From an optimization exercise on the open Yosys and OpenROAD flow, aimed at small area; shortcuts taken in it are not production practice. At most, simulation tests tie the RTL to the original design; equivalence was not proved. No driver is modelled on the clock port, so clocking that relies on it looks cheaper here than on a real chip. Power figures rest on the tool's default switching activity, not on a simulated workload.

==> inputs of 05-12 <==
==> flow/design.v <==
`timescale 1ns / 1ps
module VGA(
input clk, rst,
input [7:0] rect_color,
output reg hsync,vsync,
output reg [7:0] color
    );
reg [1:0] q;
always @(posedge clk or posedge rst) begin
  if (rst) q <= 2'b00;
  else     q <= {q[0], ~q[1]};
end
wire tick = q[1] & q[0];
reg [9:0] h;
reg [9:0] v;
wire hw = h[9] & h[8] & h[5];           
wire vw = v[9] & v[3] & v[0];           
wire hwrap = tick & hw;
wire vwrap = hwrap & vw;
reg [9:0] hinc, vinc;
reg hc, vc;
integer i;
always @(*) begin
  hc = tick;
  vc = hwrap;
  for (i = 0; i < 10; i = i + 1) begin
    hinc[i] = h[i] ^ hc;
    hc = hc & h[i];
    vinc[i] = v[i] ^ vc;
    vc = vc & v[i];
  end
end
always @(posedge clk or posedge rst) begin
  if (rst) begin
    h <= 10'd0;
    v <= 10'd0;
  end else begin
    h <= hinc & ~{hwrap, hwrap, 2'b00, hwrap, 4'b0000, hwrap};
    v <= vinc & ~{vwrap, 5'b00000, vwrap, 1'b0, vwrap, 1'b0};
  end
end
wire hp = h[9] & ~h[8] & h[7] & (h[6] | h[5] | h[4]) & ~(h[6] & h[5] & h[4]);
wire vp = (v[8:1] == 8'b11110101);
always @(posedge clk or posedge rst) begin
  if (rst) begin
    hsync <= 1'b0;
    vsync <= 1'b0;
  end else if (tick) begin
    hsync <= ~hp;
    vsync <= ~vp;
  end
end
wire frame = tick & ~vsync & ~vp;
reg [2:0] k8;
reg [1:0] m3;
always @(posedge clk or posedge rst) begin
  if (rst) begin
    k8 <= 3'd0;
    m3 <= 2'd0;
  end else if (frame) begin
    k8 <= {k8[2] ^ (k8[1] & k8[0]), k8[1] ^ k8[0], ~k8[0]};
    m3 <= {m3[0], ~(m3[1] | m3[0])};
  end
end
wire z = ~(m3[1] | m3[0]);
wire p = k8[0];
wire d_ge1 = p | ~z;
wire d_ge2 = ~(p ^ z);
wire d_ge3 = p & z;
wire l_ge1 = k8 != 3'd0;
wire l_ge2 = (k8[2] ^ k8[1]) | (k8[1] & ~k8[0]) | (k8[2] & ~k8[1] & ~k8[0]);
wire l_ge3 = k8 == 3'd3 || k8 == 3'd4 || k8 == 3'd5;
wire l_ge4 = k8 == 3'd4;
wire h_lo = h[9:2] == 8'd0;               
wire h_hi = h[9:2] == 8'b10011111;        
wire h_640 = h[9] & h[7] & ~h[8];         
wire v_lo = v[9:2] == 8'd0;               
wire v_hi = v[8:2] == 7'b1110111;         
wire v_480 = v[8] & v[7] & v[6] & v[5];   
wire hreg = ~(h[9] & (h[8] | (h[7] & (h[6:0] != 7'd0))));
wire vreg = ~v[9] & ~(v[8] & v[7] & v[6] & v[5] & (v[4:0] != 5'd0));
wire xout = (h_lo & ((h[1:0] == 2'd0 & l_ge1) | (h[1:0] == 2'd1 & l_ge2) |
                     (h[1:0] == 2'd2 & l_ge3) | (h[1:0] == 2'd3 & l_ge4))) |
            (h_hi & ((h[1:0] == 2'd1 & ~l_ge1) | (h[1:0] == 2'd2 & ~l_ge2) |
                     (h[1:0] == 2'd3 & ~l_ge3))) |
            (h_640 & ~l_ge4);
wire yout = (v_lo & ((v[1:0] == 2'd0 & d_ge1) | (v[1:0] == 2'd1 & d_ge2) |
                     (v[1:0] == 2'd2 & d_ge3))) |
            (v_hi & v[1] & ~v[0] & ~d_ge1) |
            (v_hi & v[1] & v[0] & ~d_ge2) |
            (v_480 & ~d_ge3);
wire inreg = hreg & vreg;
wire inrect = ~xout & ~yout;
always @(posedge clk or posedge rst) begin
  if (rst)
    color <= 8'b0000_0000;
  else if (tick)
    color <= inreg ? (inrect ? rect_color : 8'b0000_0011) : 8'b0000_0000;
end
endmodule
==> flow/flow/run.sh <==
#!/bin/bash
# Own layout flow: the standard flow (standard.sh), with
#  - synthesis whose ABC mapping uses an area script (flow/synth.tcl, flow/area.script);
#    registers are mapped before ABC runs and are the standard synthesis's,
#  - port buffers of the smallest buffer cell,
#  - the clock tree built by flow/clkbuf.tcl (run before CTS; TritonCTS then skips the
#    already buffered clock net): the clock port drives CLKBUF_N buffers, each driving
#    one group of flip-flops.
set -euo pipefail
W=$PWD
export AREA_ABC_SCRIPT=$W/flow/area.script
export CLKBUF_CELL=sky130_fd_sc_hd__clkbuf_8
export CLKBUF_N=2
bash standard.sh SYNTH_SCRIPT=$W/flow/synth.tcl synth > $W/synth.log 2>&1
bash standard.sh \
  "BUFFER_PORTS_ARGS=-buffer_cell sky130_fd_sc_hd__buf_1" \
  "PRE_CTS_TCL=$W/flow/clkbuf.tcl" \
  finish > $W/layout.log 2>&1
==> flow/flow/area.script <==
strash
&get -n
&deepsyn -T 20
&put
&get -n
&dch -f
&nf -R 1000
&put
==> flow/flow/clkbuf.tcl <==
# Clock buffering in place of TritonCTS: the clock port drives N buffers
# (CLKBUF_N, cell CLKBUF_CELL), each driving the flip-flops of one group; the
# groups split the flip-flops by x position. Every flip-flop's clock goes
# through exactly one buffer.
set block [ord::get_db_block]
set dbu [[ord::get_db_tech] getDbUnitsPerMicron]
set cell $::env(CLKBUF_CELL)
set nbuf $::env(CLKBUF_N)
set clknet [$block findNet clk]
set sinks {}
foreach it [$clknet getITerms] {
  set b [[$it getInst] getBBox]
  lappend sinks [list [expr {([$b xMin] + [$b xMax]) / 2}] [expr {([$b yMin] + [$b yMax]) / 2}] $it]
}
set sinks [lsort -integer -index 0 $sinks]
set n [llength $sinks]
for {set g 0} {$g < $nbuf} {incr g} {
  set lo [expr {$g * $n / $nbuf}]
  set hi [expr {($g + 1) * $n / $nbuf - 1}]
  set pins {}
  set xs 0; set ys 0
  foreach s [lrange $sinks $lo $hi] {
    set it [lindex $s 2]
    lappend pins [get_pins -of_objects [get_cells [[$it getInst] getName]] -filter "name == CLK"]
    set xs [expr {$xs + [lindex $s 0]}]
    set ys [expr {$ys + [lindex $s 1]}]
  }
  set m [expr {$hi - $lo + 1}]
  set r [insert_buffer -buffer_cell $cell -net clk -load_pins $pins \
    -buffer_name clkbuf_$g -net_name clknet_$g \
    -location [list [expr {double($xs) / $m / $dbu}] [expr {double($ys) / $m / $dbu}]]]
  set bi [sta::sta_to_db_inst $r]
  foreach it [$bi getITerms] {
    set nn [$it getNet]
    if {$nn ne "NULL"} { $nn setSigType CLOCK }
  }
}
detailed_placement
set_propagated_clock [all_clocks]
==> flow/flow/synth.tcl <==
# The standard synthesis script, with ABC's technology mapping done by an
# area-oriented script (flow/area.script) instead of ORFS's speed script.
# Registers are mapped by dfflibmap before ABC runs, so they are unchanged.
proc synth {args} { yosys synth -nofsm -noshare {*}$args }
proc abc {args} {
  set i [lsearch -exact $args -script]
  if { $i >= 0 } { lset args [expr {$i + 1}] $::env(AREA_ABC_SCRIPT) }
  set j [lsearch -exact $args -D]
  if { $j >= 0 } { set args [lreplace $args $j [expr {$j + 1}]] }
  yosys abc {*}$args
}
source $::env(SCRIPTS_DIR)/synth.tcl
# left out here: clear keep_hierarchy, flatten, clean up, hide names made inside functions, write 1_2_yosys.v
==> flow/standard.sh <==
#!/bin/bash
# synth_recipe.tcl (not shown) runs the flow's synth.tcl, then flattens the netlist and writes it again
# the make line also repeats each setting of config.mk as NAME=value (left out here)
make -C /OpenROAD-flow-scripts/flow DESIGN_CONFIG=/design/flow/config.mk WORK_HOME=/design/flow/orfs CLKGATE_MAP_FILE= SYNTH_SCRIPT=/design/flow/synth_recipe.tcl "${@:-finish}"
==> flow/config.mk <==
export PLATFORM = sky130hd
export DESIGN_NAME = VGA
export DESIGN_NICKNAME = VGA
export VERILOG_FILES = /design/flow/design.v
export SDC_FILE = /design/flow/constraint.sdc
export NUM_CORES = 4
export LEC_CHECK = 0
export CAP_MARGIN = 20
export CORE_MARGIN = 2
export CORE_UTILIZATION = 60
export SLEW_MARGIN = 20
==> flow/constraint.sdc <==
create_clock -name core_clock -period 10.0 [get_ports {clk}]
set_input_delay 2.0000 -clock core_clock [delete_from_list [all_inputs] [get_ports {clk}]]
set_output_delay 2.0000 -clock core_clock [all_outputs]
set_load 0.01 [all_outputs]
==> inputs of 02-19, as changes to 05-12 <==
--- a/flow/design.v
+++ b/flow/design.v
@@ -17,19 +17,8 @@
 wire vw = v[9] & v[3] & v[0];           
 wire hwrap = tick & hw;
 wire vwrap = hwrap & vw;
-reg [9:0] hinc, vinc;
-reg hc, vc;
-integer i;
-always @(*) begin
-  hc = tick;
-  vc = hwrap;
-  for (i = 0; i < 10; i = i + 1) begin
-    hinc[i] = h[i] ^ hc;
-    hc = hc & h[i];
-    vinc[i] = v[i] ^ vc;
-    vc = vc & v[i];
-  end
-end
+wire [9:0] hinc = h + {9'd0, tick};
+wire [9:0] vinc = v + {9'd0, hwrap};
 always @(posedge clk or posedge rst) begin
   if (rst) begin
     h <= 10'd0;
@@ -58,7 +47,7 @@
     k8 <= 3'd0;
     m3 <= 2'd0;
   end else if (frame) begin
-    k8 <= {k8[2] ^ (k8[1] & k8[0]), k8[1] ^ k8[0], ~k8[0]};
+    k8 <= k8 + 1'b1;
     m3 <= {m3[0], ~(m3[1] | m3[0])};
   end
 end
==> flow/run.sh (new file) <==
#!/bin/bash
# synth_recipe.tcl (not shown) runs the flow's synth.tcl, then flattens the netlist and writes it again
# the make line also repeats each setting of config.mk as NAME=value (left out here)
make -C /OpenROAD-flow-scripts/flow DESIGN_CONFIG=/design/flow/config.mk WORK_HOME=/design/flow/orfs CLKGATE_MAP_FILE= SYNTH_SCRIPT=/design/flow/synth_recipe.tcl finish
--- a/flow/config.mk
+++ b/flow/config.mk
@@ -7,5 +7,5 @@
 export LEC_CHECK = 0
 export CAP_MARGIN = 20
 export CORE_MARGIN = 2
-export CORE_UTILIZATION = 60
+export CORE_UTILIZATION = 40
 export SLEW_MARGIN = 20
removed: flow/flow/run.sh
removed: flow/flow/area.script
removed: flow/flow/clkbuf.tcl
removed: flow/flow/synth.tcl
removed: flow/standard.sh
==> flow_summary.yaml <==
pwr:
  p_seq_share_pct: 71.8
  p_per_area_nw_per_um2: 111
worst_setup_path:
  r2r_slack_ns: 7.02
synthesis:
  yosysTopAreaCellShare_pct: 53.7
route:
  drt_iter0_drc: 26
  wl_met3_um: 82
outcome:
  outcome: "timing/DRC/antenna clean"
cells_and_area:
  fillers: 194
placed_design:
  dpl-instance-area_sq_um: 1840
# the run above: 05-12

==> flow_summary.yaml <==
cells_and_area:
  nNetsFinal: 219
placed_design:
  dpl-instance-area_sq_um: 2160
outcome:
  outcome: "timing/DRC/antenna clean"
pwr:
  p_seq_share_pct: 51.7
  netSwitchingFraction_pct: 19.0
  p_per_area_nw_per_um2: 127
synthesis:
  yosysTopAreaCellShare_pct: 48.3
route:
  drt_iter0_drc: 93
  wl_met3_um: 215
# the run above: 02-19

No functional check of the RTL was part of 05-12.

separate check: timing with driven ports:
Ports are ideal in the flow. The routed layouts listed here were re-timed in OpenROAD.
Step 1 sets driving cells, clkbuf_16 on the clock port and buf_2 on the other inputs (assumed; they add their load-dependent delay and slew).
Step 2 moves the port delays by t, midway between the first and last clock arrival at a register: inputs arrive t later, outputs are due t later. That takes back most of the time a late clock gives input paths.
Slacks: ideal ports / drivers / drivers and shift; pairs: ideal ports / drivers.
run	t, ns	slack for setup (ns)	latest minus earliest clock arrival (ns)	worst data-port slew with drivers (ns)
05-12	0.196	7.019 / 7.019 / 7.019	0.016 / 0.016	0.03
02-19	0.306	6.801 / 6.776 / 7.046	0.008 / 0.009	0.04
After both steps every run listed still meets setup and hold.
